Context: an optimization exercise on an open-source flow, tuned for a short achievable clock period, few clock cycles and low power. The choices shown serve that exercise and are no tape-out recipe. Function was checked by simulation only, so behaviour that the tests miss may differ from the original. No activity file was given, so power comes from the tool's default toggle rates.

==> flow/design.v <==
module rv32i_mc (
    input         clk,
    input         reset,        
    input  [31:0] mem_rdata,    
    output [31:0] mem_addr,     
    output [31:0] mem_wdata,    
    output        mem_we        
);
    reg [9:0]  pcf;             
    reg [9:0]  ipc;             
    reg [31:0] a;               
    reg [31:0] b;               
    reg [11:0] imm;             
    reg [4:0]  rd;
    reg        r_wr, r_ld, r_st, r_jalr, r_pred, r_eq, r_lt, r_ltu;
    reg        sq;              
    reg        k_inv;           
    reg        sub, sra, left;  
    reg        s_add, s_sh, s_slt, s_sltu, s_xor, s_or, s_and, s_link;
    reg        d_ld, d_st;      
    reg        d_lw;            
    reg [31:0] maddr;           
    reg [31:0] wd;              
    reg [4:0]  lrd;             
    reg        fw1, fw2;        
    reg [31:0] rf [1:31];
    wire dcyc = d_ld | d_st;
    wire wr     = r_wr   & ~sq;     
    wire i_ld   = r_ld   & ~sq;
    wire i_st   = r_st   & ~sq;
    wire i_jalr = r_jalr & ~sq;
    wire pred   = r_pred & ~sq;     
    wire k_eq   = r_eq   & ~sq;     
    wire k_lt   = r_lt   & ~sq;
    wire k_ltu  = r_ltu  & ~sq;
    assign mem_addr  = maddr;
    assign mem_wdata = wd;
    assign mem_we    = d_st;
    wire [31:0] asum = a + {{20{imm[11]}}, imm};
    wire [9:0]  seq  = ipc + 10'd1;
    wire [9:0]  tgt  = ipc + imm[11:2];                
    wire [31:0] cg = ~a & b;
    wire [31:0] ce = ~(a ^ b);
    function automatic [1:0] cmb(input [1:0] hi, input [1:0] lo);
        cmb = {hi[1] | (hi[0] & lo[1]), hi[0] & lo[0]};    
    endfunction
    wire [1:0] l1 [0:15];
    wire [1:0] l2 [0:7];
    wire [1:0] l3 [0:3];
    wire [1:0] l4 [0:1];
    genvar gi;
    generate
        for (gi = 0; gi < 15; gi = gi + 1) begin : g_c1
            assign l1[gi] = cmb({cg[2*gi+1], ce[2*gi+1]}, {cg[2*gi], ce[2*gi]});
        end
        assign l1[15] = {cg[30], ce[30]};
        for (gi = 0; gi < 8; gi = gi + 1) begin : g_c2
            assign l2[gi] = cmb(l1[2*gi+1], l1[2*gi]);
        end
        for (gi = 0; gi < 4; gi = gi + 1) begin : g_c3
            assign l3[gi] = cmb(l2[2*gi+1], l2[2*gi]);
        end
        for (gi = 0; gi < 2; gi = gi + 1) begin : g_c4
            assign l4[gi] = cmb(l3[2*gi+1], l3[2*gi]);
        end
    endgenerate
    wire [1:0] low31 = cmb(l4[1], l4[0]);
    wire ltu = cg[31] | (ce[31] & low31[1]);
    wire lt  = (a[31] & ~b[31]) | (ce[31] & low31[1]);
    wire eq  = ce[31] & low31[0];
    wire cond  = (k_eq & (eq ^ k_inv)) | (k_lt & (lt ^ k_inv)) | (k_ltu & (ltu ^ k_inv));
    wire mis   = ~dcyc & (cond ^ pred);                
    wire jump  = ~dcyc & i_jalr;
    wire redir = mis | jump;                           
    wire [31:0] sum = a + (sub ? ~b : b) + {31'b0, sub};
    wire [31:0] arev;
    generate
        for (gi = 0; gi < 32; gi = gi + 1) begin : g_rev
            assign arev[gi] = a[31 - gi];
        end
    endgenerate
    wire [31:0] shin = left ? arev : a;
    wire [32:0] shx  = {sra & a[31], shin};
    wire [32:0] shs  = $signed(shx) >>> b[4:0];
    wire [31:0] shr  = shs[31:0];
    wire [31:0] shl;
    generate
        for (gi = 0; gi < 32; gi = gi + 1) begin : g_rev2
            assign shl[gi] = shr[31 - gi];
        end
    endgenerate
    wire [31:0] sh = left ? shl : shr;
    wire [31:0] res = ({32{s_add}}  & sum)
                    | ({32{s_sh}}   & sh)
                    | {31'b0, s_slt & lt}
                    | {31'b0, s_sltu & ltu}
                    | ({32{s_xor}}  & (a ^ b))
                    | ({32{s_or}}   & (a | b))
                    | ({32{s_and}}  & (a & b))
                    | ({32{s_link}} & {20'b0, seq, 2'b00});
    wire        we    = dcyc ? d_lw : wr;
    wire [4:0]  wa    = dcyc ? lrd : rd;
    wire [31:0] wdata = dcyc ? mem_rdata : res;
    always @(posedge clk) begin
        if (we) rf[wa] <= wdata;
    end
    wire [31:0] ins = mem_rdata;
    wire [4:0]  rs1 = ins[19:15];
    wire [4:0]  rs2 = ins[24:20];
    wire [2:0]  fn3 = ins[14:12];
    wire d_br   = ins[6] & ~ins[2];
    wire d_jal  = ins[6] & ins[3];
    wire d_jalr = ins[6] & ins[2] & ~ins[3];
    wire d_lo   = ~ins[6] & ~ins[4] & ~ins[5];
    wire d_so   = ~ins[6] & ~ins[4] & ins[5];
    wire d_u    = ~ins[6] & ins[4] & ins[2];
    wire d_lui  = d_u & ins[5];
    wire d_aui  = d_u & ~ins[5];
    wire d_alu  = ~ins[6] & ins[4] & ~ins[2];         
    wire d_op   = d_alu & ins[5];
    wire d_rs2  = d_op | d_br | d_so;
    wire [31:0] r1 = (rs1 == 5'd0) ? 32'd0 : rf[rs1];
    wire [31:0] r2 = (rs2 == 5'd0) ? 32'd0 : rf[rs2];
    wire f1x = ~dcyc & wr & (rd == rs1);
    wire f2x = ~dcyc & wr & (rd == rs2);
    wire f1  = f1x | (dcyc & fw1);
    wire f2  = f2x | (dcyc & fw2);
    wire [31:0] v1 = f1 ? (dcyc ? mem_rdata : res) : r1;
    wire [31:0] v2 = f2 ? (dcyc ? mem_rdata : res) : r2;
    wire [31:0] imm_iu = d_u ? {ins[31:12], 12'b0} : {{20{ins[31]}}, ins[31:20]};
    wire [11:0] imm_a  = d_so  ? {ins[31:25], ins[11:7]} :
                         d_br  ? {ins[7], ins[30:25], ins[11:8], 1'b0} :
                                 ins[31:20];
    wire [9:0] pnj  = pcf + {ins[20], ins[30:22]};
    wire [9:0] pnb  = pcf + {ins[7], ins[30:25], ins[11:9]};
    wire [9:0] pn1  = pcf + 10'd1;
    wire [9:0] pnx  = d_jal ? pnj : (d_br & ins[31]) ? pnb : pn1;
    always @(posedge clk) begin
        if (dcyc) begin
            if (fw1) a <= v1;
            if (fw2) b <= v2;
        end else begin
            a      <= d_lui ? 32'd0 : d_aui ? {20'b0, pcf, 2'b00} : v1;
            b      <= d_rs2 ? v2 : imm_iu;
            imm    <= imm_a;
            rd     <= ins[11:7];
            sub    <= d_op & ins[30];
            sra    <= ins[30];
            left   <= ~fn3[2];
            s_add  <= d_u | (d_alu & (fn3 == 3'd0));
            s_sh   <= d_alu & (fn3[1:0] == 2'b01);
            s_slt  <= d_alu & (fn3 == 3'd2);
            s_sltu <= d_alu & (fn3 == 3'd3);
            s_xor  <= d_alu & (fn3 == 3'd4);
            s_or   <= d_alu & (fn3 == 3'd6);
            s_and  <= d_alu & (fn3 == 3'd7);
            s_link <= d_jal | d_jalr;
            k_inv  <= fn3[0];
            ipc    <= pcf;
            fw1    <= i_ld & (rd != 5'd0) & (rd == rs1) & ~d_u;
            fw2    <= i_ld & (rd != 5'd0) & (rd == rs2) & d_rs2;
        end
    end
    always @(posedge clk) begin
        if (reset) begin
            r_wr <= 1'b0; r_ld <= 1'b0; r_st <= 1'b0; r_jalr <= 1'b0;
            r_pred <= 1'b0; r_eq <= 1'b0; r_lt <= 1'b0; r_ltu <= 1'b0;
            sq <= 1'b0;
        end else if (~dcyc) begin
            r_wr   <= (ins[11:7] != 5'd0) & ~d_br & ~d_so & ~d_lo;
            r_ld   <= d_lo;
            r_st   <= d_so;
            r_jalr <= d_jalr;
            r_pred <= d_br & ins[31];
            r_eq   <= d_br & (fn3[2:1] == 2'b00);
            r_lt   <= d_br & (fn3[2:1] == 2'b10);
            r_ltu  <= d_br & (fn3[2:1] == 2'b11);
            sq     <= redir;
        end
    end
    always @(posedge clk) begin
        if (reset) begin
            d_ld <= 1'b0;
            d_st <= 1'b0;
            d_lw <= 1'b0;
        end else begin
            d_ld <= ~dcyc & i_ld;
            d_st <= ~dcyc & i_st;
            d_lw <= ~dcyc & i_ld & (rd != 5'd0);
        end
        wd  <= b;
        lrd <= rd;
    end
    wire [9:0] pcn = mis ? (pred ? seq : tgt) : jump ? asum[11:2] : pnx;
    always @(posedge clk) begin
        if (reset) begin
            pcf   <= 10'd0;
            maddr <= 32'd0;
        end else if (dcyc) begin
            maddr <= {20'b0, pcf, 2'b00};
        end else begin
            pcf   <= pcn;
            maddr <= (i_ld | i_st) ? asum : {20'b0, pcn, 2'b00};
        end
    end
endmodule
==> flow/flow/run.sh <==
#!/bin/bash
set -euo pipefail
bash standard.sh SETUP_SLACK_MARGIN=7 finish > standard_flow.log 2>&1
==> flow/standard.sh <==
#!/bin/bash
# synth_recipe.tcl (not shown) runs the flow's synth.tcl, then flattens the netlist and writes it again
# the make line also repeats each setting of config.mk as NAME=value (left out here)
make -C /OpenROAD-flow-scripts/flow DESIGN_CONFIG=/design/flow/config.mk WORK_HOME=/design/flow/orfs CLKGATE_MAP_FILE= SYNTH_SCRIPT=/design/flow/synth_recipe.tcl "${@:-finish}"
==> flow/config.mk <==
export PLATFORM = sky130hd
export DESIGN_NAME = rv32i_mc
export DESIGN_NICKNAME = rv32i_mc
export VERILOG_FILES = /design/flow/design.v
export SDC_FILE = /design/flow/constraint.sdc
export NUM_CORES = 4
export LEC_CHECK = 0
export CAP_MARGIN = 20
export CORE_MARGIN = 2
export CORE_UTILIZATION = 65
export CTS_BUF_LIST = sky130_fd_sc_hd__clkbuf_8
export CTS_CLUSTER_DIAMETER = 60
export CTS_CLUSTER_SIZE = 14
export SLEW_MARGIN = 20
==> flow/constraint.sdc <==
create_clock -name core_clock -period 11.0 [get_ports {clk}]
set_input_delay 2.2000 -clock core_clock [delete_from_list [all_inputs] [get_ports {clk}]]
set_output_delay 2.2000 -clock core_clock [all_outputs]
set_load 0.01 [all_outputs]
==> results of run 1 <==
-- state kept, by name, indices dropped and copies added (netlist names), 10 cells and up --
register,count
imm,12
pcf,10
ipc,10
a,32
maddr,32
wd,32
rf,992
b,32
-- power by group --
group          internal (mW)  switching, mW
clock network          0.905           1.55
registers               5.37          0.169
logic                   1.37           2.11
-- cell families (layout without fill, tap and decap cells) --
logic type	after synthesis	count (layout)
fa+ha+maj	181	181
buf+inv	401	654
simple gates	690	701
mux	833	833
other cells	0	6
xor+xnor	118	118
compound gates	750	754
flops	1187	1187
-- how the worst max path moves through the flow --
stage                        from        end  slack [ns]  depth (start not counted)
global placement    mem_rdata[16]      a[17]        4.89                          7
floorplan           mem_rdata[22]  maddr[10]        6.17                         17
global route        mem_rdata[31]  maddr[10]        6.78                         16
detailed placement  mem_rdata[16]      a[17]        4.80                          7
CTS                          left      b[22]        6.93                         12
finish              mem_rdata[19]       a[1]        6.74                          7
-- stage by stage --
stage,hold WS (ns),setup WS (ns)
after global placement,0.4568,4.891
final,0.4653,6.736
after detailed placement,0.4489,4.802
after floorplan,0.3462,6.175
after CTS,0.4616,6.930
after global routing,0.5070,6.776
-- worst max-delay path, cell delays in order --
cell	delay, ns
buf_2	0.14
buf_4	0.90
nand2b_1	0.68
a211oi_1	0.12
a21oi_2	0.45
nand2_1	0.14
o211a_1	0.19
-- routing by layer --
layer | vias up | track usage (%) | part of all wire (%)
met5 | - | 0.4261 | 0.049
met4 | 10 | 33.96 | 10
met3 | 1348 | 14.22 | 15
met2 | 4813 | 69.07 | 45
met1 | 22290 | 55.34 | 30
li1 | 17280 | - | -
-- layout by cell type, fill, tap and decap left out, types with 16 or more instances in the layout --
cell type / netlist / layout
o211ai_1: 35 / 35
buf_4: 5 / 179
o21ai_0: 121 / 81
mux2i_1: 194 / 175
xnor2_1: 52 / 51
dfxtp_1: 91 / 90
a21oi_1: 268 / 232
nand2_1: 183 / 176
mux4_2: 581 / 583
mux2_2: 47 / 36
buf_12: 1 / 42
clkdlybuf4s50_1: 0 / 76
xor2_1: 65 / 64
nor3_1: 37 / 31
nor2_4: 0 / 53
a22oi_1: 20 / 20
edfxtp_1: 1096 / 1096
clkbuf_8: 1 / 106
a211oi_1: 34 / 29
a21o_1: 32 / 32
inv_1: 117 / 132
nand3_1: 34 / 34
a221oi_1: 28 / 16
buf_6: 6 / 21
nor2_1: 289 / 242
a21oi_2: 4 / 33
nand2b_1: 31 / 27
ha_1: 177 / 163
o221ai_1: 19 / 18
o21ai_1: 17 / 43
buf_16: 0 / 24
-- repair_timing --
item | CTS | global route
cloned | 32 | 13
setup buffers | 106 | 44
resized for setup | 262 | 150
setup endpoints to repair | 1321 | 605
hold buffers | 0 | 0
pin swaps | 60 | 61
-- area by class of cell --
cell class                      count  area [µm²]  share of cell area [%]
Multi-Input combinational cell   2587       28900                   40.06
Inverter                          121       475.5                  0.6592
Clock inverter                     46       320.3                  0.4441
Timing Repair Buffer              383        4661                   6.462
Sequential cell                  1187       34730                   48.16
Antenna cell                        6       15.01                 0.02082
Clock buffer                      103        1418                   1.966
Timing Repair inverter              1       7.507                 0.01041
Tap cell                         1276        1597                   2.214
==> run_results.csv, run 1 <==
group,metric,value,unit
routing,post_drt_wl_per_cell,41.50,µm
clock_network,clk_pin_slew,0.10,ns
synthesis,syn_area_per_cell,15.27,µm²
layout,fillers,5544,
run,cap_violations,0,
layout,stdcell_area,72120,µm²
synthesis,synthAdderAreaFrac,3.613,%
floorplan,initial_core_util,65.68,%
worst_setup_path,worstPathRequired,11.58,ns
timing,worst_pin_slew,1.249,ns
floorplan,die_w,316.6,µm
power_and_ir_drop,power.total,11.48,mW
timing,finalMaxSlewViolations,0,
clock_network,cts_buffer_depth,3,
clock_network,htree_levels,3,
placed_design,dpl.cell_count,5360,
worst_setup_path,start_kind,"input pin",
power_and_ir_drop,power_density,159.1,nW/µm²
synthesis,synth.mux.area_fraction,24.88,%
timing,hold_viol_final,0,
synthesis,synth_cells,4160,
synthesis,synth-edff-count,1096,
layout,layout.cells.non_filler,5710,
floorplan,die_h,316.6,µm
layout,final_nets,4598,
global_route,grt_overflow,0,
floorplan,rows,114,
placed_design,dp_hpwl,133.3,mm
timing,fin_setup_tns,0,ns
clock_network,insertion_delay,0.86,ns
global_route,grt_max_degree,69,
synthesis,ys_ff_latch,1187,
global_route,grt_pass1_wl,316.4,mm
timing,rsz0062_at_grt,"yes",
synthesis,seq_area_frac_synth,54.68,%
floorplan,ios,99,
synthesis,synth_async_sr_flop_share,0,%
worst_setup_path,end_kind,"flip-flop",
timing,fin_skew,0.05373,ns
synthesis,synth.area.top_cells,"edfxtp_1 (52%), mux4_2 (21%), ha_1 (3.5%), mux2i_1 (3.1%), dfxtp_1 (2.9%)",
synthesis,synth_simple_gate_area_share,4.913,%
routing,routed_wl,237.0,mm
worst_setup_path,crit_fanout,37,
synthesis,ys_types,107,
worst_setup_path,rrSetupSlack,6.83,ns
global_route,grt_use_total,45.53,%
synthesis,yosys.area_share.xor_xnor,1.639,%
min_path,whs_endpoint,"r_ltu",
synthesis,synth_compound_area_share,7.615,%
layout,syn_to_final_growth,13.55,%
synthesis,synth_nets,4375,
worst_setup_path,reg2regPathDepth,10,
worst_setup_path,r2r-start,"a[10]",
placed_design,portBuffers,98,
global_route,antenna_found_initial,10,
routing,num_vias,45750,
synthesis,synth_top_area_share,51.82,%
routing,drc,0,
power_and_ir_drop,leakage,24.93,nW
timing,max_freq,234.5,MHz
min_path,hp-start,"r_ltu",
timing,relSlewSlack,16.72,%
routing,drtIter0Drc,8094,
synthesis,yosysMostFrequentCell,"edfxtp_1",
routing,via_per_inst,8.011,
layout,layout-drive-gt1-share,30.04,%
timing,setup_violations,0,
timing,fin_crit,4.264,ns
placed_design,placed_area,66190,µm²
clock_network,tritoncts,"yes",
synthesis,ys.flop_type,"edfxtp_1",
synthesis,synth_top_area_cell,"edfxtp_1",
routing,dr.pass1.iters,7,
floorplan,die_area,100200,µm²
synthesis,syn_area,63520,µm²
min_path,hp-class,"reg2reg",
clock_network,cts_root_buf,"clkbuf_8",
synthesis,synth_commonest_cells,"edfxtp_1 (1,096), mux4_2 (581), nor2_1 (289)",
worst_setup_path,crit_type,"in2reg",
power_and_ir_drop,ir_worst_vdd,0.1448,mV
min_path,hold_depth,2,
routing,antenna_left,0,
synthesis,ys_warn_count,1,
layout,post-route-util,74.58,%
worst_setup_path,regToRegEndpoint,"a[4]",
outcome,run_status,"finished clean",
floorplan,core_area,96710,µm²
synthesis,synth_top_family_by_area,"multiplexers",
clock_network,cts_buffers,102,
placed_design,place_congestion,0.9729,
global_route,grt_pass1_vias,44220,
timing,fin_crit_sh,38.76,%
clock_network,clock_sinks,1187,
worst_setup_path,cp.arrival,4.85,ns
Testbench counts, summed over its fixed seeds: cycles 48,162.
==> run 2, diff against run 1 <==
--- a/flow/config.mk
+++ b/flow/config.mk
@@ -9,6 +9,6 @@
 export CORE_MARGIN = 2
 export CORE_UTILIZATION = 65
 export CTS_BUF_LIST = sky130_fd_sc_hd__clkbuf_8
-export CTS_CLUSTER_DIAMETER = 60
-export CTS_CLUSTER_SIZE = 14
+export CTS_CLUSTER_DIAMETER = 70
+export CTS_CLUSTER_SIZE = 16
 export SLEW_MARGIN = 20
==> run 2 against run 1 <==
Net effect: flip-flop and latch count did not move; first-iteration DRC count up 2.1%; largest cell class unchanged; worst setup slack worse by 0.079 ns; highest routed layer unchanged; still clean on timing, DRC and antenna; design area down 0.29%.
==> run_results.csv, run 2 <==
group,metric,value,unit
clock_network,clk_pin_slew,0.12,ns
global_route,grt_pass1_wl,316.3,mm
worst_setup_path,max_stage_delay,0.94,ns
synthesis,synth_async_sr_flop_share,0,%
synthesis,yosysMostFrequentCell,"edfxtp_1",
floorplan,die_w,316.6,µm
worst_setup_path,r2r-start,"a[14]",
synthesis,ys_ff_latch,1187,
global_route,grt_pass1_vias,44040,
placed_design,dpl.cell_count,5360,
routing,dr.pass1.iters,7,
floorplan,ios,99,
floorplan,core_area,96710,µm²
global_route,antenna_found_initial,7,
floorplan,die_h,316.6,µm
run,cap_violations,0,
global_route,grt_max_degree,69,
worst_setup_path,start_kind,"input pin",
min_path,hp-class,"reg2reg",
layout,layout.cells.non_filler,5694,
global_route,grt_util_met1,55.50,%
timing,fin_hold_ws,0.4654,ns
synthesis,synth_nets,4375,
routing,drtIter0Drc,8267,
global_route,met3_usage,14.01,%
layout,post-route-util,74.37,%
global_route,grt_overflow,0,
global_route,grt_use_total,45.42,%
timing,fin_setup_tns,0,ns
power_and_ir_drop,comb_power_share,30.6,%
synthesis,ys_types,107,
power_and_ir_drop,leakage,24.86,nW
clock_network,cts_buffers,90,
min_path,hold_depth,2,
routing,antenna_left,0,
synthesis,ys.flop_type,"edfxtp_1",
layout,mostFrequentLayoutCells,"edfxtp_1 (1,096), mux4_2 (583), nor2_1 (242)",
routing,routed_wl,234.7,mm
clock_network,htree_levels,3,
placed_design,portBuffers,98,
routing,num_vias,46020,
layout,mostFrequentLayoutCell,"edfxtp_1",
worst_setup_path,worstPathRequired,11.59,ns
global_route,met2_usage,69.18,%
layout,top_register,"rf",
layout,syn_to_final_growth,13.23,%
worst_setup_path,cp.arrival,4.93,ns
placed_design,dp_hpwl,133.3,mm
layout,fillers,5536,
placed_design,place_congestion,0.9729,
floorplan,rows,114,
routing,drc,0,
layout,largest_reg_flops,992,
routing,post_drt_wl_per_cell,41.21,µm
synthesis,synth.area.top_cells,"edfxtp_1 (52%), mux4_2 (21%), ha_1 (3.5%), mux2i_1 (3.1%), dfxtp_1 (2.9%)",
power_and_ir_drop,power_switching,3.793,mW
worst_setup_path,crit_fanout,37,
synthesis,syn_area_per_cell,15.27,µm²
worst_setup_path,end_kind,"flip-flop",
floorplan,die_area,100200,µm²
clock_network,cts_buffer_depth,3,
worst_setup_path,slowest_stage,"buf_4",
clock_network,cts_root_buf,"clkbuf_8",
timing,max_freq,230.3,MHz
power_and_ir_drop,p_sw_share,33.29,%
min_path,hp-start,"r_ltu",
synthesis,synth_top_area_cell,"edfxtp_1",
timing,rsz0062_at_grt,"yes",
min_path,whs_endpoint,"r_ltu",
power_and_ir_drop,seqPwrFrac,48.5,%
global_route,busiest_layer,"met2",
synthesis,syn_area,63520,µm²
routing,via_per_inst,8.082,
synthesis,synth_top_area_share,51.82,%
layout,final_nets,4590,
worst_setup_path,path_cells,"buf_2, buf_4, nand2b_1, a211oi_1, a21oi_2, nand2_1, o211a_1",
synthesis,synth_commonest_cells,"edfxtp_1 (1,096), mux4_2 (581), nor2_1 (289)",
worst_setup_path,rrSetupSlack,6.81,ns
worst_setup_path,crit_start,"mem_rdata[19]",
power_and_ir_drop,clkPwrFrac,20.9,%
power_and_ir_drop,power.total,11.40,mW
clock_network,tritoncts,"yes",
worst_setup_path,regToRegEndpoint,"a[4]",
worst_setup_path,critPathTopFamily,"buffers and inverters",
synthesis,ys_warn_count,1,
timing,worst_pin_slew,1.264,ns
timing,finalMaxSlewViolations,0,
worst_setup_path,critPathBufInv,2,
clock_network,clock_sinks,1187,
clock_network,postCtsHoldBufs,0,
power_and_ir_drop,power_density,158.4,nW/µm²
timing,hold_viol_final,0,
timing,fin_crit_sh,39.48,%
timing,relSlewSlack,15.75,%
synthesis,synth-edff-count,1096,
worst_setup_path,reg2regPathDepth,9,
worst_setup_path,crit_type,"in2reg",
timing,setup_violations,0,
layout,layout-drive-gt1-share,29.62,%
floorplan,initial_core_util,65.68,%
timing,fin_skew,0.04723,ns
timing,fin_crit,4.343,ns
clock_network,insertion_delay,0.83,ns
outcome,run_status,"finished clean",
power_and_ir_drop,ir_worst_vdd,0.1792,mV
synthesis,seq_area_frac_synth,54.68,%
synthesis,synth_cells,4160,
power_and_ir_drop,p_int,7.602,mW
[run 2: repair_timing]
item                                     CTS  global route
setup buffers                            112            39
cloned                                    33            15
endpoints found under the setup margin  1330           548
endpoints found under the hold margin      0             0
resized for setup                        268           114
pin swaps                                 54            46
[run 2: metrics by stage]
step / setup slack [ns] / area [µm²]
after floorplan: 6.175 / 64790
after global placement: 4.891 / 66190
after detailed placement: 4.802 / 66190
after CTS: 6.920 / 70610
after global routing: 6.808 / 71910
final: 6.657 / 71920
[run 2: final cells by class]
cell class / instances / area (µm²) / area share, %
Antenna cell: 5 / 12.51 / 0.01740
Clock buffer: 95 / 1308 / 1.818
Clock inverter: 35 / 289.0 / 0.4019
Inverter: 121 / 470.5 / 0.6542
Multi-Input combinational cell: 2588 / 28770 / 40.01
Sequential cell: 1187 / 34730 / 48.30
Tap cell: 1276 / 1597 / 2.220
Timing Repair Buffer: 385 / 4718 / 6.561
Timing Repair inverter: 2 / 15.01 / 0.02088
[run 2: how the worst max path moves through the flow]
stage	end	slack [ns]	cells after the start
finish	a[1]	6.66	7
global route	maddr[10]	6.81	16
CTS	rf[15][1]	6.92	11
detailed placement	a[17]	4.80	7
global placement	a[17]	4.89	7
floorplan	maddr[10]	6.17	17
[run 2: per-layer routing]
layer | wire length [µm] | vias to the layer above
met1 | 70610 | 22560
li1 | - | 17250
met4 | 22590 | 6
met3 | 35700 | 1322
met2 | 105700 | 4880
met5 | 43 | -
[run 2: worst register-to-register path: cells and delay by family (launching register included)]
kind            cells  cell delay, ns
compound gates      3            1.29
buf+inv             2            0.49
flops               1            0.57
mux                 4            1.60
[run 2: power groups by stage]
| stage | Clock (mW) | Sequential (mW) | Combinational [mW] |
|---|---|---|---|
| after floorplan | 0 | 5.58 | 1.83 |
| after global placement | 0 | 5.69 | 2.61 |
| after detailed placement | 0 | 5.70 | 2.67 |
| after CTS | 2.34 | 5.52 | 3.15 |
| after global routing | 2.49 | 5.54 | 3.63 |
| final | 2.38 | 5.53 | 3.48 |
[run 2: logic make-up (layout without fill, tap and decap cells)]
family	count (synthesis)	after routing	share of synthesized area, %
flip-flops	1187	1187	54.68
multiplexers	833	833	24.88
AO/OA/AOI/OAI	750	754	7.616
AND/OR/NAND/NOR	690	702	4.913
buffers and inverters	401	638	2.661
adder cells (fa/ha/maj)	181	181	3.613
XOR/XNOR	118	118	1.639
other	0	5	0
==> run 3, diff against run 2 <==
--- a/flow/config.mk
+++ b/flow/config.mk
@@ -7,8 +7,8 @@
 export LEC_CHECK = 0
 export CAP_MARGIN = 20
 export CORE_MARGIN = 2
-export CORE_UTILIZATION = 65
+export CORE_UTILIZATION = 75
 export CTS_BUF_LIST = sky130_fd_sc_hd__clkbuf_8
-export CTS_CLUSTER_DIAMETER = 70
-export CTS_CLUSTER_SIZE = 16
+export CTS_CLUSTER_DIAMETER = 60
+export CTS_CLUSTER_SIZE = 14
 export SLEW_MARGIN = 20
==> run 3 against run 2 <==
Net effect: the run now fails in global routing (5_1_grt); synthesized area stayed put; synthesized cell count stayed put.
==> run_results.csv, run 3 <==
group,metric,value,unit
synthesis,synth.area.top_cells,"edfxtp_1 (52%), mux4_2 (21%), ha_1 (3.5%), mux2i_1 (3.1%), dfxtp_1 (2.9%)",
synthesis,synth_top_area_cell,"edfxtp_1",
global_route,grt_overflow,168,
synthesis,synth_async_sr_flop_share,0,%
floorplan,die_w,295.0,µm
clock_network,cts_buffers,102,
placed_design,dpl.cell_count,5207,
outcome,first-error,"[ERROR GRT-0116] Global routing finished with congestion. Check the congestion regions in the DRC Viewer.",
global_route,grt_pass1_wl,482.6,mm
synthesis,synth_commonest_cells,"edfxtp_1 (1,096), mux4_2 (581), nor2_1 (289)",
synthesis,syn_area_per_cell,15.27,µm²
synthesis,ys.flop_type,"edfxtp_1",
floorplan,rows,106,
synthesis,ys_warn_count,1,
clock_network,cts_root_buf,"clkbuf_8",
global_route,grt_max_degree,61,
clock_network,cts_buffer_depth,3,
outcome,lastStage,"global routing (5_1_grt)",
synthesis,ys_types,107,
clock_network,htree_levels,3,
synthesis,yosysMostFrequentCell,"edfxtp_1",
floorplan,die_h,295.0,µm
synthesis,synth_nets,4375,
floorplan,ios,99,
synthesis,synth_cells,4160,
synthesis,ys_ff_latch,1187,
global_route,grt_use_total,81.59,%
synthesis,syn_area,63520,µm²
placed_design,dp_hpwl,154.5,mm
floorplan,initial_core_util,75.90,%
placed_design,portBuffers,98,
synthesis,synth-edff-count,1096,
synthesis,seq_area_frac_synth,54.68,%
global_route,grt_pass1_vias,59680,
clock_network,clock_sinks,1187,
synthesis,synth_top_area_share,51.82,%
placed_design,place_congestion,1.025,
outcome,run_status,"aborted with a tool error",
-- run 3: cell families after synthesis --
logic type      synth area share, %
buf+inv                       2.661
fa+ha+maj                     3.613
simple gates                  4.913
flops                         54.68
compound gates                7.616
mux                           24.88
xor+xnor                      1.639
-- run 3: metrics by stage --
step | cell area [µm²] | setup WS, ns | power (mW)
after CTS | 71560 | 6.705 | 11.52
after global placement | 65910 | 4.899 | 8.259
after detailed placement | 65940 | 4.693 | 8.448
after floorplan | 64790 | 6.175 | 7.411
-- run 3: worst min path at each step --
stage,startpoint,end,slack (ns),depth (start not counted)
after CTS,r_ltu,r_ltu,0.47,2
after detailed placement,r_ltu,r_ltu,0.46,2
after global placement,r_ltu,r_ltu,0.45,2
after floorplan,rd[2],lrd[2],0.35,0
-- run 3: power groups by stage --
stage / Combinational, mW / Sequential [mW] / Clock (mW)
after CTS: 3.38 / 5.54 / 2.60
after detailed placement: 2.76 / 5.69 / 0
after global placement: 2.58 / 5.68 / 0
after floorplan: 1.83 / 5.58 / 0
-- run 3: what timing repair did --
item,4_1_cts
setup endpoints to repair,1079
gates resized for setup,356
cloned,53
setup buffers,123
hold buffers,0
pin swaps,59
-- run 3: layer usage --
metal	GRT overflow	track usage [%]
met4	79	75.70
met5	3	61.86
met2	61	92.20
met1	14	82.09
met3	11	73.30
==> run 4, diff against run 3 <==
--- a/flow/config.mk
+++ b/flow/config.mk
@@ -7,7 +7,7 @@
 export LEC_CHECK = 0
 export CAP_MARGIN = 20
 export CORE_MARGIN = 2
-export CORE_UTILIZATION = 75
+export CORE_UTILIZATION = 60
 export CTS_BUF_LIST = sky130_fd_sc_hd__clkbuf_8
 export CTS_CLUSTER_DIAMETER = 60
 export CTS_CLUSTER_SIZE = 14
==> run 4 against run 3 <==
Net effect: now clean on timing, DRC and antenna; synthesized cell count did not move; synthesized area unchanged.
==> run_results.csv, run 4 <==
group,metric,value,unit
outcome,run_status,"finished clean",
clock_network,clock_sinks,1187,
synthesis,yosys.area_share.xor_xnor,1.639,%
synthesis,synth.area.top_cells,"edfxtp_1 (52%), mux4_2 (21%), ha_1 (3.5%), mux2i_1 (3.1%), dfxtp_1 (2.9%)",
layout,mostFrequentLayoutCell,"edfxtp_1",
synthesis,synth_top_area_share,51.82,%
worst_setup_path,end_kind,"flip-flop",
synthesis,synth_top_family_by_area,"multiplexers",
synthesis,synth_cells,4160,
global_route,grt_pass1_wl,306.3,mm
routing,dr.pass1.iters,6,
floorplan,rows,119,
floorplan,core_area,105100,µm²
synthesis,synth_top_area_cell,"edfxtp_1",
routing,via_per_inst,7.518,
min_path,hp-class,"reg2reg",
worst_setup_path,critPathTopFamily,"compound AO/OA/AOI/OAI gates",
routing,drtIter0Drc,6927,
clock_network,cts_buffers,105,
layout,top_register,"rf",
timing,hold_viol_final,0,
power_and_ir_drop,power.total,11.54,mW
clock_network,clk_pin_slew,0.10,ns
layout,fillers,7090,
placed_design,place_congestion,0.9911,
timing,fin_skew,0.07604,ns
global_route,grt_overflow,0,
synthesis,yosysMostFrequentCell,"edfxtp_1",
layout,mostFrequentLayoutCells,"edfxtp_1 (1,096), mux4_2 (581), nor2_1 (241)",
floorplan,initial_core_util,60.42,%
clock_network,cts_buffer_depth,3,
worst_setup_path,cp.arrival,4.69,ns
routing,num_vias,43970,
synthesis,synth.mux.area_fraction,24.88,%
timing,setup_violations,0,
worst_setup_path,path_cells,"buf_12, xor2_2, ha_2, or4_1, o2111ai_2, o21ai_2, a32o_2, nor3_4, buf_6, o41ai_4, a221o_2, buf_6, a21boi_4, buf_4",
power_and_ir_drop,leakage,25.01,nW
placed_design,portBuffers,98,
synthesis,synth_simple_gate_area_share,4.913,%
timing,relSlewSlack,25.87,%
clock_network,htree_levels,3,
run,cap_violations,0,
timing,worst_pin_slew,1.112,ns
routing,drc,0,
floorplan,ios,99,
routing,antenna_left,0,
worst_setup_path,critPathBufInv,4,
power_and_ir_drop,ir_worst_vdd,0.1476,mV
floorplan,die_w,329.4,µm
layout,layout-drive-gt1-share,30.35,%
worst_setup_path,max_stage_delay,0.52,ns
floorplan,die_area,108500,µm²
synthesis,synthAdderAreaFrac,3.613,%
synthesis,syn_area,63520,µm²
worst_setup_path,worstPathRequired,11.58,ns
synthesis,ys_warn_count,1,
synthesis,synth_nets,4375,
layout,final_nets,4617,
synthesis,syn_area_per_cell,15.27,µm²
clock_network,tritoncts,"yes",
synthesis,seq_area_frac_synth,54.68,%
timing,finalMaxSlewViolations,0,
worst_setup_path,crit_top_cell,"buf_6",
layout,syn_to_final_growth,13.59,%
global_route,antenna_found_initial,4,
synthesis,ys_types,107,
worst_setup_path,start_kind,"flip-flop",
synthesis,synth_async_sr_flop_share,0,%
worst_setup_path,slowest_stage,"a221o_2",
worst_setup_path,crit_fanout,12,
synthesis,ys_ff_latch,1187,
clock_network,cts_root_buf,"clkbuf_8",
global_route,grt_max_degree,75,
routing,routed_wl,221.9,mm
synthesis,synth-edff-count,1096,
placed_design,dp_hpwl,127.8,mm
timing,rsz0062_at_grt,"yes",
global_route,grt_use_total,40.53,%
synthesis,synth_commonest_cells,"edfxtp_1 (1,096), mux4_2 (581), nor2_1 (289)",
clock_network,postCtsHoldBufs,0,
clock_network,insertion_delay,0.88,ns
timing,fin_setup_tns,0,ns
synthesis,ys.flop_type,"edfxtp_1",
worst_setup_path,crit_type,"reg2reg",
timing,fin_crit_sh,37.33,%
timing,max_freq,243.6,MHz
power_and_ir_drop,power_density,160.0,nW/µm²
synthesis,synth_compound_area_share,7.615,%
floorplan,die_h,329.4,µm
timing,fin_crit,4.106,ns
layout,largest_reg_flops,992,
global_route,grt_pass1_vias,42540,
routing,post_drt_wl_per_cell,37.94,µm
## run 4: logic make-up (layout without fill, tap and decap cells)
group	Yosys count	in the layout
xor+xnor	118	118
fa+ha+maj	181	181
mux	833	833
flops	1187	1187
simple gates	690	698
buf+inv	401	681
compound gates	750	754
other cells	0	6
## run 4: worst paths after layout
check | start | endpoint | slack (ns) | cells after the start
setup / recovery | sub | rf[2][25] | 6.89 | 14
hold / removal | r_ltu | r_ltu | 0.49 | 2
setup reg to reg | sub | rf[2][25] | 6.89 | 14
hold reg to reg | r_ltu | r_ltu | 0.49 | 2
## run 4: worst min-delay path: cells and delay by family (launching register included)
family,cells,cell delay [ns]
AND/OR/NAND/NOR,1,0.06
flip-flops,1,0.34
AO/OA/AOI/OAI,1,0.05
## run 4: power breakdown
part / leakage, nW / switching (mW) / internal (mW) / total, mW
Combinational: 13.0 / 2.11 / 1.36 / 3.47
Sequential: 10.9 / 0.155 / 5.37 / 5.52
Clock: 1.04 / 1.56 / 0.993 / 2.55
Total: 25.0 / 3.83 / 7.72 / 11.5
## run 4: per-layer routing
layer	wire length, µm	GRT usage, %	vias up
met1	74760	52.43	22240
met5	0	0	-
met2	101200	61.81	3598
met4	16810	25.80	0
li1	-	-	17330
met3	29110	10.38	800
## run 4: area by class of cell
class / count / area (µm²) / area share [%]
sequential: 1187 / 34730 / 48.14
multi-input combinational: 2584 / 28690 / 39.76
timing repair buffer: 399 / 4566 / 6.328
tap: 1391 / 1740 / 2.412
clock buffer: 106 / 1459 / 2.022
inverter: 121 / 479.2 / 0.6642
clock inverter: 51 / 444.2 / 0.6156
timing repair inverter: 4 / 25.02 / 0.03468
antenna: 6 / 15.01 / 0.02081
## run 4: metrics by stage
stage               setup WS, ns  utilization [%]  instance area (µm²)  hold WS, ns  instances
floorplan                  6.175                -                64790       0.3462       4160
global placement           5.073            63.07                66300       0.4538       5471
detailed placement         5.066            63.14                66370       0.4604       5474
CTS                        6.800            67.47                70920       0.4747       5775
global route               6.845            68.63                72140       0.5133       5845
finish                     6.894            68.64                72150       0.4859       5849
## run 4: repair_timing
action	in CTS	in global routing
resized for setup	230	145
setup buffers	112	58
cloned	32	10
endpoints found under the setup margin	1231	618
pin swaps	41	51
==> run 5, diff against run 4 <==
==> flow/flow/run.sh (replaced) <==
#!/bin/bash
set -euo pipefail
bash standard.sh SETUP_SLACK_MARGIN=7.5 finish > standard_flow.log 2>&1
--- a/flow/config.mk
+++ b/flow/config.mk
@@ -7,7 +7,7 @@
 export LEC_CHECK = 0
 export CAP_MARGIN = 20
 export CORE_MARGIN = 2
-export CORE_UTILIZATION = 60
+export CORE_UTILIZATION = 65
 export CTS_BUF_LIST = sky130_fd_sc_hd__clkbuf_8
 export CTS_CLUSTER_DIAMETER = 60
 export CTS_CLUSTER_SIZE = 14
==> run 5 against run 4 <==
Net effect: core utilization increased by 15 points; count of clock-buffer cells in the layout decreased by 3; flip-flop and latch count unchanged; largest cell class unchanged; critical path depth increased by 2; worst hold slack got worse by 0.019 ns; critical path type is now in2reg.
==> run_results.csv, run 5 <==
group,metric,value,unit
power_and_ir_drop,seqPwrFrac,41.4,%
clock_network,htree_levels,3,
clock_network,clock_sinks,1187,
routing,post_drt_wl_per_cell,46.98,µm
global_route,grt_pass1_wl,366.9,mm
placed_design,portBuffers,98,
worst_setup_path,end_kind,"flip-flop",
floorplan,die_w,316.6,µm
floorplan,die_h,316.6,µm
clock_network,cts_buffer_depth,3,
floorplan,rows,114,
global_route,grt_pass1_vias,49280,
layout,mostFrequentLayoutCell,"edfxtp_1",
timing,rsz0062_at_grt,"yes",
synthesis,syn_area_per_cell,15.27,µm²
routing,dr.pass1.iters,10,
synthesis,synth_top_area_share,51.82,%
floorplan,initial_core_util,65.68,%
timing,max_freq,244.0,MHz
worst_setup_path,crit_fanout,2,
synthesis,synth_async_sr_flop_share,0,%
routing,via_per_inst,8.648,
timing,hold_viol_final,0,
clock_network,tritoncts,"yes",
floorplan,ios,99,
layout,top_register,"rf",
clock_network,clk_pin_slew,0.10,ns
timing,fin_crit_sh,37.27,%
timing,setup_slack,6.901,ns
power_and_ir_drop,leakage,28.49,nW
timing,fin_crit,4.099,ns
synthesis,ys_warn_count,1,
global_route,antenna_found_initial,18,
worst_setup_path,crit_type,"in2reg",
clock_network,postCtsHoldBufs,0,
layout,mostFrequentLayoutCells,"edfxtp_1 (1,096), mux4_2 (587), buf_4 (254)",
global_route,grt_max_degree,71,
synthesis,synth_top_area_cell,"edfxtp_1",
worst_setup_path,critPathTopFamily,"compound AO/OA/AOI/OAI gates",
worst_setup_path,max_stage_delay,0.36,ns
clock_network,insertion_delay,0.88,ns
outcome,run_status,"finished clean",
power_and_ir_drop,p_sw_share,35.09,%
min_path,hp-class,"reg2reg",
routing,drc,0,
timing,finalMaxSlewViolations,0,
power_and_ir_drop,power_density,165.5,nW/µm²
synthesis,synth.area.top_cells,"edfxtp_1 (52%), mux4_2 (21%), ha_1 (3.5%), mux2i_1 (3.1%), dfxtp_1 (2.9%)",
placed_design,place_ws,4.807,ns
layout,final_nets,4996,
power_and_ir_drop,clkPwrFrac,19.7,%
layout,syn_to_final_growth,26.84,%
power_and_ir_drop,p_int,8.655,mW
routing,num_vias,52830,
synthesis,synth_nets,4375,
routing,drtIter0Drc,10770,
timing,fin_skew,0.08226,ns
worst_setup_path,worstPathRequired,11.68,ns
worst_setup_path,cp.arrival,4.78,ns
power_and_ir_drop,power_switching,4.678,mW
synthesis,synth_commonest_cells,"edfxtp_1 (1,096), mux4_2 (581), nor2_1 (289)",
timing,worst_pin_slew,1.337,ns
synthesis,ys_ff_latch,1187,
synthesis,synth_cells,4160,
synthesis,yosysMostFrequentCell,"edfxtp_1",
synthesis,ys.flop_type,"edfxtp_1",
routing,antenna_left,0,
worst_setup_path,start_kind,"input pin",
floorplan,die_area,100200,µm²
worst_setup_path,slowest_stage,"fa_2",
power_and_ir_drop,comb_power_share,38.9,%
synthesis,ys_types,107,
timing,fin_hold_ws,0.4668,ns
synthesis,syn_area,63520,µm²
timing,relSlewSlack,10.57,%
timing,setup_violations,0,
clock_network,cts_buffers,103,
timing,fin_setup_tns,0,ns
global_route,grt_overflow,0,
global_route,grt_use_total,53.26,%
run,cap_violations,0,
layout,layout-drive-gt1-share,42.64,%
power_and_ir_drop,ir_worst_vdd,0.1664,mV
routing,routed_wl,287.0,mm
synthesis,synth-edff-count,1096,
synthesis,seq_area_frac_synth,54.68,%
worst_setup_path,path_cells,"buf_12, nor2b_4, nor3b_4, o21ai_2, ha_2, fa_2, a21oi_2, nor2_1, nor2_1, o21bai_1, a21oi_2, o21ai_1, xor2_1, mux2_4, a221oi_2, o22ai_1",
layout,largest_reg_flops,992,
power_and_ir_drop,power.total,13.33,mW
placed_design,place_congestion,1.012,
worst_setup_path,critPathBufInv,1,
placed_design,dp_hpwl,126.8,mm
clock_network,cts_root_buf,"clkbuf_8",
floorplan,core_area,96710,µm²
==> run 5: kinds of logic (layout without fill, tap and decap cells) <==
kind of cell | after synthesis | in the layout | synth area share (%)
buffers and inverters | 401 | 1033 | 2.661
XOR/XNOR | 118 | 118 | 1.639
adder cells (fa/ha/maj) | 181 | 181 | 3.613
other | 0 | 14 | 0
AO/OA/AOI/OAI | 750 | 761 | 7.616
multiplexers | 833 | 833 | 24.88
AND/OR/NAND/NOR | 690 | 706 | 4.913
flip-flops | 1187 | 1187 | 54.68
==> run 5: metrics by stage <==
stage / util, % / std cells / cell area [µm²]
global route: 83.29 / 6100 / 80540
CTS: 80.03 / 5955 / 77400
global placement: 68.53 / 5350 / 66270
detailed placement: 68.57 / 5352 / 66310
finish: 83.31 / 6109 / 80570
floorplan: - / 4160 / 65150
==> run 5: tightest hold or removal path: stages, from the launching register on <==
cell and delay (ns):
dfxtp_1 0.33, nand2_1 0.05, a21oi_1 0.05
==> run 5: cell type report <==
cell class | count | area, µm²
diodes | 14 | 35.03
clock buffers | 103 | 1418
clock inverters | 40 | 366.6
fillers | 4135 | 16140
inverters | 121 | 528.0
multi-input cells | 2599 | 31110
flip-flops and latches | 1187 | 34760
well taps | 1276 | 1597
repair buffers | 765 | 10730
repair inverters | 4 | 31.28
==> run 5: repair_timing <==
item,in CTS,in global routing
setup endpoints to repair,1584,1740
pin swaps,152,150
gates cloned,121,29
resized for setup,1083,345
setup buffers,339,111
==> run 5: power groups by stage <==
stage / logic, mW / registers (mW) / clock network (mW)
3_5_place_dp: 2.70 / 5.69 / 0
2_1_floorplan: 1.87 / 5.58 / 0
6_report: 5.18 / 5.52 / 2.63
4_1_cts: 4.25 / 5.50 / 2.48
5_1_grt: 5.23 / 5.52 / 2.69
3_3_place_gp: 2.62 / 5.69 / 0
==> run 5: worst paths after layout <==
kind / startpoint / end / slack (ns) / cells after the start
worst max-delay path: mem_rdata[31] / maddr[10] / 6.90 / 16
worst min-delay path: r_ltu / r_ltu / 0.47 / 2
worst max register to register: sub / b[31] / 6.93 / 15
worst min register to register: r_ltu / r_ltu / 0.47 / 2
==> run 5: routing by layer <==
layer  wire length [µm]  share of wire (%)  global-route usage [%]
met2             117800                 41                   76.77
met1              77500                 27                   60.45
met5               1336               0.47                  0.1894
met3              53050                 18                   25.81
met4              37310                 13                   43.17
==> run 6, diff against run 5 <==
==> flow/flow/run.sh (replaced) <==
#!/bin/bash
set -euo pipefail
bash standard.sh SETUP_SLACK_MARGIN=6.5 finish > standard_flow.log 2>&1
==> run 6 against run 5 <==
Net effect: largest cell class unchanged; core utilization shrank 12 points; worst hold slack gained 0.015 ns; fmax shrank 9.3%.
==> run_results.csv, run 6 <==
group,metric,value,unit
placed_design,dpl.cell_count,5356,
worst_setup_path,crit_fanout,31,
global_route,grt_overflow,0,
timing,fin_hold_ws,0.4822,ns
timing,hold_viol_final,0,
floorplan,initial_core_util,65.68,%
outcome,run_status,"finished clean",
synthesis,syn_area,63520,µm²
global_route,grt_use_total,41.72,%
layout,layout-drive-gt1-share,25.26,%
synthesis,yosysMostFrequentCell,"edfxtp_1",
timing,max_freq,221.3,MHz
power_and_ir_drop,leakage,23.63,nW
placed_design,place_congestion,1.024,
worst_setup_path,start_kind,"flip-flop",
power_and_ir_drop,power_density,159.2,nW/µm²
layout,final_nets,4450,
synthesis,ys_ff_latch,1187,
floorplan,die_w,316.6,µm
timing,setup_slack,6.480,ns
routing,antenna_left,0,
timing,fin_skew,0.06410,ns
synthesis,synth_async_sr_flop_share,0,%
synthesis,synth-edff-count,1096,
timing,fin_setup_tns,0,ns
routing,num_vias,42840,
layout,syn_to_final_growth,8.789,%
synthesis,synth_nets,4375,
synthesis,ys_types,107,
routing,via_per_inst,7.698,
synthesis,synth_top_area_cell,"edfxtp_1",
power_and_ir_drop,comb_power_share,26.7,%
power_and_ir_drop,p_int,7.427,mW
placed_design,dp_hpwl,126.7,mm
timing,finalMaxSlewViolations,0,
power_and_ir_drop,seqPwrFrac,50.7,%
power_and_ir_drop,p_sw_share,32.49,%
worst_setup_path,crit_type,"reg2reg",
worst_setup_path,slowest_stage,"edfxtp_1",
clock_network,insertion_delay,0.85,ns
clock_network,cts_buffer_depth,3,
worst_setup_path,crit_top_cell,"o21ai_1",
worst_setup_path,critPathTopFamily,"multiplexers",
floorplan,rows,114,
power_and_ir_drop,clkPwrFrac,22.6,%
global_route,antenna_found_initial,7,
timing,setup_violations,0,
power_and_ir_drop,power_switching,3.575,mW
timing,fin_crit_sh,41.09,%
floorplan,ios,99,
placed_design,portBuffers,98,
routing,post_drt_wl_per_cell,37.56,µm
global_route,grt_max_degree,101,
run,cap_violations,0,
timing,rsz0062_at_grt,"yes",
routing,drc,0,
clock_network,postCtsHoldBufs,0,
synthesis,ys_warn_count,1,
min_path,hp-class,"reg2reg",
timing,worst_pin_slew,1.121,ns
worst_setup_path,critPathBufInv,1,
layout,layout.cells.non_filler,5565,
layout,mostFrequentLayoutCell,"edfxtp_1",
worst_setup_path,end_kind,"flip-flop",
routing,routed_wl,209.0,mm
synthesis,synth_cells,4160,
timing,relSlewSlack,25.12,%
floorplan,core_area,96710,µm²
placed_design,place_ws,4.800,ns
floorplan,die_area,100200,µm²
clock_network,clk_pin_slew,0.09,ns
layout,largest_reg_flops,992,
synthesis,synth_commonest_cells,"edfxtp_1 (1,096), mux4_2 (581), nor2_1 (289)",
global_route,grt_pass1_vias,41930,
synthesis,ys.flop_type,"edfxtp_1",
clock_network,clock_sinks,1187,
clock_network,cts_buffers,104,
global_route,grt_pass1_wl,293.4,mm
layout,mostFrequentLayoutCells,"edfxtp_1 (1,096), mux4_2 (581), a21oi_1 (255)",
clock_network,cts_root_buf,"clkbuf_8",
worst_setup_path,path_cells,"mux4_1, mux2_2, mux2i_1, mux4_2, nor2_1, o21ai_1, nand2_1, o21ai_1, inv_2",
clock_network,tritoncts,"yes",
timing,fin_crit,4.520,ns
routing,dr.pass1.iters,6,
synthesis,seq_area_frac_synth,54.68,%
power_and_ir_drop,power.total,11.00,mW
routing,drtIter0Drc,6952,
worst_setup_path,worstPathRequired,11.44,ns
synthesis,synth.area.top_cells,"edfxtp_1 (52%), mux4_2 (21%), ha_1 (3.5%), mux2i_1 (3.1%), dfxtp_1 (2.9%)",
floorplan,die_h,316.6,µm
worst_setup_path,cp.arrival,4.96,ns
power_and_ir_drop,ir_worst_vdd,0.1795,mV
clock_network,htree_levels,3,
worst_setup_path,max_stage_delay,0.77,ns
layout,top_register,"rf",
synthesis,synth_top_area_share,51.82,%
synthesis,syn_area_per_cell,15.27,µm²
==> run 6: metrics by stage <==
stage                     utilization [%]  area, µm²
after CTS                           70.75      68420
after floorplan                         -      63700
final                               71.45      69100
after global routing                71.44      69090
after global placement              68.25      66000
after detailed placement            68.27      66020
==> run 6: repair_timing <==
action	CTS	global route
resized for setup	96	85
pin swaps	5	4
endpoints found under the setup margin	686	462
cloned	8	4
buffers inserted	8	29
==> run 6: worst paths after layout <==
kind         startpoint       end  slack, ns  cells after the start
min reg2reg       r_ltu     r_ltu       0.48                      2
min               r_ltu     r_ltu       0.48                      2
max reg2reg       a[29]  rf[1][8]       6.48                      9
max               a[29]  rf[1][8]       6.48                      9
==> run 6: logic make-up after synthesis <==
family          synth area share [%]
compound gates                 7.616
flops                          54.68
simple gates                   4.913
mux                            24.88
buf+inv                        2.661
fa+ha+maj                      3.613
xor+xnor                       1.639
==> run 6: layer usage <==
metal / track usage, % / vias up / share of wire (%) / routed length, µm
li1: - / 16950 / - / -
met1: 54.11 / 21560 / 33 / 68420
met2: 63.26 / 3554 / 46 / 96410
met3: 11.47 / 773 / 14 / 28750
met4: 26.14 / 6 / 7.4 / 15380
met5: 0 / - / 0.018 / 38
==> run 6: layout make-up <==
cell class | instances | area (µm²)
antenna | 10 | 25.02
clock buffer | 106 | 1459
fill | 6071 | 27610
multi-input combinational | 2577 | 27900
inverter | 121 | 476.7
clock inverter | 44 | 376.6
sequential | 1187 | 34730
timing repair buffer | 242 | 2521
timing repair inverter | 2 | 10.01
tap | 1276 | 1597
==> run 6: worst reg2reg max path: stages (launching register included) <==
cell,delay (ns)
edfxtp_1,0.77
mux4_1,0.70
mux2_2,0.35
mux2i_1,0.33
mux4_2,0.36
nor2_1,0.05
o21ai_1,0.37
nand2_1,0.19
o21ai_1,0.55
inv_2,0.45
==> run 6: power by group through the flow <==
stage,registers (mW),clock network (mW),logic [mW]
after floorplan,5.58,0,1.77
after global placement,5.70,0,2.58
after detailed placement,5.70,0,2.65
after CTS,5.59,2.49,2.74
after global routing,5.59,2.64,3.10
final,5.58,2.49,2.93
==> run 7, diff against run 6 <==
--- a/flow/design.v
+++ b/flow/design.v
@@ -7,7 +7,6 @@
     output        mem_we        
 );
     reg [9:0]  pcf;             
-    reg [9:0]  ipc;             
     reg [31:0] a;               
     reg [31:0] b;               
     reg [11:0] imm;             
@@ -37,8 +36,6 @@
     assign mem_wdata = wd;
     assign mem_we    = d_st;
     wire [31:0] asum = a + {{20{imm[11]}}, imm};
-    wire [9:0]  seq  = ipc + 10'd1;
-    wire [9:0]  tgt  = ipc + imm[11:2];                
     wire [31:0] cg = ~a & b;
     wire [31:0] ce = ~(a ^ b);
     function automatic [1:0] cmb(input [1:0] hi, input [1:0] lo);
@@ -97,7 +94,7 @@
                     | ({32{s_xor}}  & (a ^ b))
                     | ({32{s_or}}   & (a | b))
                     | ({32{s_and}}  & (a & b))
-                    | ({32{s_link}} & {20'b0, seq, 2'b00});
+                    | ({32{s_link}} & b);               
     wire        we    = dcyc ? d_lw : wr;
     wire [4:0]  wa    = dcyc ? lrd : rd;
     wire [31:0] wdata = dcyc ? mem_rdata : res;
@@ -128,20 +125,20 @@
     wire [31:0] v1 = f1 ? (dcyc ? mem_rdata : res) : r1;
     wire [31:0] v2 = f2 ? (dcyc ? mem_rdata : res) : r2;
     wire [31:0] imm_iu = d_u ? {ins[31:12], 12'b0} : {{20{ins[31]}}, ins[31:20]};
-    wire [11:0] imm_a  = d_so  ? {ins[31:25], ins[11:7]} :
-                         d_br  ? {ins[7], ins[30:25], ins[11:8], 1'b0} :
-                                 ins[31:20];
     wire [9:0] pnj  = pcf + {ins[20], ins[30:22]};
     wire [9:0] pnb  = pcf + {ins[7], ins[30:25], ins[11:9]};
     wire [9:0] pn1  = pcf + 10'd1;
     wire [9:0] pnx  = d_jal ? pnj : (d_br & ins[31]) ? pnb : pn1;
+    wire [11:0] imm_a  = d_so  ? {ins[31:25], ins[11:7]} :
+                         d_br  ? {(ins[31] ? pn1 : pnb), 2'b00} :
+                                 ins[31:20];
     always @(posedge clk) begin
         if (dcyc) begin
             if (fw1) a <= v1;
             if (fw2) b <= v2;
         end else begin
             a      <= d_lui ? 32'd0 : d_aui ? {20'b0, pcf, 2'b00} : v1;
-            b      <= d_rs2 ? v2 : imm_iu;
+            b      <= d_rs2 ? v2 : (d_jal | d_jalr) ? {20'b0, pn1, 2'b00} : imm_iu;
             imm    <= imm_a;
             rd     <= ins[11:7];
             sub    <= d_op & ins[30];
@@ -156,7 +153,6 @@
             s_and  <= d_alu & (fn3 == 3'd7);
             s_link <= d_jal | d_jalr;
             k_inv  <= fn3[0];
-            ipc    <= pcf;
             fw1    <= i_ld & (rd != 5'd0) & (rd == rs1) & ~d_u;
             fw2    <= i_ld & (rd != 5'd0) & (rd == rs2) & d_rs2;
         end
@@ -191,7 +187,7 @@
         wd  <= b;
         lrd <= rd;
     end
-    wire [9:0] pcn = mis ? (pred ? seq : tgt) : jump ? asum[11:2] : pnx;
+    wire [9:0] pcn = mis ? imm[11:2] : jump ? asum[11:2] : pnx;
     always @(posedge clk) begin
         if (reset) begin
             pcf   <= 10'd0;
==> flow/flow/run.sh (replaced) <==
#!/bin/bash
set -euo pipefail
bash standard.sh SETUP_SLACK_MARGIN=7 finish > standard_flow.log 2>&1
==> run 7 against run 6 <==
Net effect: still clean; worst hold slack got worse by 0.0019 ns; synthesized cell count rose by 4.3%; first-iteration DRC count increased by 8.2%; critical path type unchanged; largest power group unchanged.
==> run_results.csv, run 7 <==
group,metric,value,unit
routing,drc,0,
synthesis,yosysMostFrequentCell,"edfxtp_1",
routing,num_vias,44890,
floorplan,ios,99,
min_path,hp-start,"r_st",
layout,largest_reg_flops,992,
outcome,run_status,"finished clean",
synthesis,syn_area,63390,µm²
clock_network,cts_root_buf,"clkbuf_8",
worst_setup_path,crit_type,"reg2reg",
timing,fin_crit_sh,39.05,%
placed_design,placed_area,66090,µm²
routing,antenna_left,0,
layout,top_register,"rf",
min_path,whs_endpoint,"r_st",
global_route,grt_use_total,43.39,%
synthesis,ys_warn_count,1,
layout,mostFrequentLayoutCell,"edfxtp_1",
timing,relSlewSlack,10.07,%
worst_setup_path,start_kind,"flip-flop",
min_path,hold_depth,2,
synthesis,ys_types,81,
clock_network,clock_sinks,1178,
clock_network,cts_buffers,106,
floorplan,die_w,316.3,µm
worst_setup_path,end_kind,"flip-flop",
clock_network,cts_buffer_depth,3,
power_and_ir_drop,leakage,24.84,nW
routing,dr.pass1.iters,9,
layout,mostFrequentLayoutCells,"edfxtp_1 (1,087), mux4_2 (542), a21oi_1 (260)",
worst_setup_path,r2r-start,"sub",
run,cap_violations,0,
synthesis,synth_commonest_cells,"edfxtp_1 (1,087), mux4_2 (542), nor2_1 (307)",
placed_design,portBuffers,98,
global_route,grt_pass1_wl,302.7,mm
timing,setup_violations,0,
layout,stdcell_area,71660,µm²
min_path,hp-class,"reg2reg",
floorplan,rows,114,
worst_setup_path,crit_fanout,15,
layout,syn_to_final_growth,13.05,%
worst_setup_path,rrSetupSlack,6.70,ns
synthesis,ys_ff_latch,1178,
clock_network,tritoncts,"yes",
synthesis,ys.flop_type,"edfxtp_1",
worst_setup_path,cp.arrival,5.00,ns
floorplan,initial_core_util,65.55,%
power_and_ir_drop,ir_worst_vdd,0.1446,mV
synthesis,synth_cells,4337,
worst_setup_path,worstPathRequired,11.70,ns
placed_design,dp_hpwl,122.3,mm
synthesis,syn_area_per_cell,14.62,µm²
power_and_ir_drop,power.total,11.58,mW
synthesis,synth_nets,4546,
routing,post_drt_wl_per_cell,37.82,µm
placed_design,place_congestion,1.009,
global_route,grt_pass1_vias,42450,
clock_network,insertion_delay,0.84,ns
synthesis,synth_async_sr_flop_share,0,%
routing,drtIter0Drc,7521,
layout,final_nets,4728,
global_route,grt_overflow,0,
synthesis,synth-edff-count,1087,
global_route,antenna_found_initial,15,
routing,via_per_inst,7.684,
clock_network,htree_levels,3,
synthesis,synth_top_area_share,51.49,%
floorplan,die_area,100000,µm²
clock_network,clk_pin_slew,0.10,ns
floorplan,die_h,316.3,µm
timing,fin_setup_tns,0,ns
worst_setup_path,reg2regPathDepth,16,
synthesis,synth_top_area_cell,"edfxtp_1",
layout,post-route-util,74.10,%
routing,routed_wl,220.9,mm
global_route,grt_max_degree,67,
timing,finalMaxSlewViolations,0,
timing,worst_pin_slew,1.344,ns
timing,max_freq,232.8,MHz
synthesis,synth.area.top_cells,"edfxtp_1 (51%), mux4_2 (19%), mux2i_1 (4.1%), ha_1 (3.4%), dfxtp_1 (2.9%)",
layout,layout-drive-gt1-share,27.03,%
power_and_ir_drop,power_density,161.6,nW/µm²
synthesis,seq_area_frac_synth,54.36,%
clock_network,postCtsHoldBufs,0,
worst_setup_path,regToRegEndpoint,"rf[12][30]",
timing,rsz0062_at_grt,"yes",
timing,hold_viol_final,0,
timing,fin_crit,4.296,ns
floorplan,core_area,96710,µm²
timing,fin_skew,0.06165,ns
-- run 7: changes by cell type after synthesis, sizes merged, moves of 11 or more --
cell    change
nand3      +11
o221ai     +25
mux2       -29
mux4       -46
o22ai      +18
nor2       +17
clkbuf     +23
nand2      +59
a221oi     +16
mux2i      +63
a21o       +13
-- run 7: timing repair --
| action | 4_1_cts | 5_1_grt |
|---|---|---|
| resized for setup | 221 | 131 |
| endpoints found under the hold margin | 0 | 0 |
| gates cloned | 34 | 17 |
| pin swaps | 21 | 44 |
| endpoints found under the setup margin | 976 | 1089 |
| buffers inserted | 67 | 53 |
-- run 7: metrics by stage --
step,worst slack [ns],std cells,hold WS [ns]
after detailed placement,4.566,5515,0.4636
after global routing,6.679,5839,0.5160
after global placement,4.569,5515,0.4588
final,6.704,5842,0.4803
after CTS,6.969,5766,0.4755
after floorplan,6.705,4337,0.3462
-- run 7: worst max-delay path by stage --
stage,from,end
2_1_floorplan,mem_rdata[20],b[2]
3_3_place_gp,mem_rdata[21],b[15]
3_5_place_dp,mem_rdata[21],b[15]
4_1_cts,d_st,rf[16][10]
5_1_grt,sub,rf[8][20]
6_report,sub,rf[12][30]
-- run 7: worst max-delay path, stage by stage (launching register included) --
cell and delay, ns:
edfxtp_1 0.47, buf_6 0.18, clkbuf_16 0.16, buf_6 0.13, xor2_2 0.18, ha_4 0.31, a21oi_2 0.08, o21ai_1 0.72
nand3_1 0.31, nand2_2 0.26, o211ai_1 0.15, a21boi_0 0.32, mux2i_2 0.35, a21oi_4 0.09, buf_4 0.20, nor2_4 0.14
buf_12 0.15
-- run 7: layout make-up --
class                           count  area, µm²
Sequential cell                  1178      34460
Multi-Input combinational cell   2744      28740
Fill cell                        6027      25040
Timing Repair Buffer              358       4325
Tap cell                         1276       1597
Clock buffer                      106       1459
Inverter                          120      506.7
Clock inverter                     44      475.5
Timing Repair inverter             11      82.58
Antenna cell                        5      12.51
-- run 7: report_power, final --
part           leakage [nW]  total [mW]  internal [mW]  switching, mW
Combinational          13.1        3.48           1.34           2.14
Clock                  1.00        2.59           1.06           1.54
Sequential             10.8        5.51           5.34          0.168
Total                  24.8        11.6           7.73           3.85
-- run 7: layer usage --
layer  wire length, µm  part of all wire [%]  vias to the layer above  track usage, %
li1                  -                     -                    17830               -
met1             71470                    32                    22290           55.39
met2             98240                    44                     3860           65.25
met3             33630                    15                      905           14.25
met4             17520                   7.9                       10           26.53
met5                69                 0.031                        -               0
-- run 7: cells by family after synthesis --
family	synth area share [%]
compound gates	8.728
mux	23.71
simple gates	5.522
fa+ha+maj	3.501
xor+xnor	1.547
buf+inv	2.629
flops	54.36
Testbench counts of run 7, summed over its fixed seeds: cycles 48,162.

## what the ideal ports hide
In the flow no input, the clock included, has a driving cell. The finished layouts below were timed again as built, in two steps.
Step 1: set_driving_cell puts a clkbuf_16 on clk and a buf_2 on each other input, an assumption about the parent block.
Step 2 moves the port delays by t, midway between the first and last clock arrival at a register: inputs arrive t later, outputs are due t later. That takes back most of the time a late clock gives input paths.
Slacks: ideal / step 1 / step 2; pairs: ideal / step 1.
| run | t, ns | setup slack, ns | worst data-port slew with drivers (ns) |
|---|---|---|---|
| run 1 | 0.908 | 6.736 / 6.615 / 5.707 | 0.43 |
| run 2 | 0.883 | 6.657 / 6.612 / 5.728 | 0.40 |
| run 4 | 0.905 | 6.894 / 6.716 / 5.810 | 0.29 |
| run 5 | 0.925 | 6.901 / 6.518 / 5.593 | 0.57 |
| run 6 | 0.875 | 6.480 / 6.427 / 5.552 | 0.31 |
| run 7 | 0.871 | 6.704 / 6.704 / 5.905 | 0.35 |
After both steps setup and hold are still met in every run listed. For run 5, which loses most, drivers alone change the setup slack by -0.383 ns; drivers and shift together by -1.308 ns.
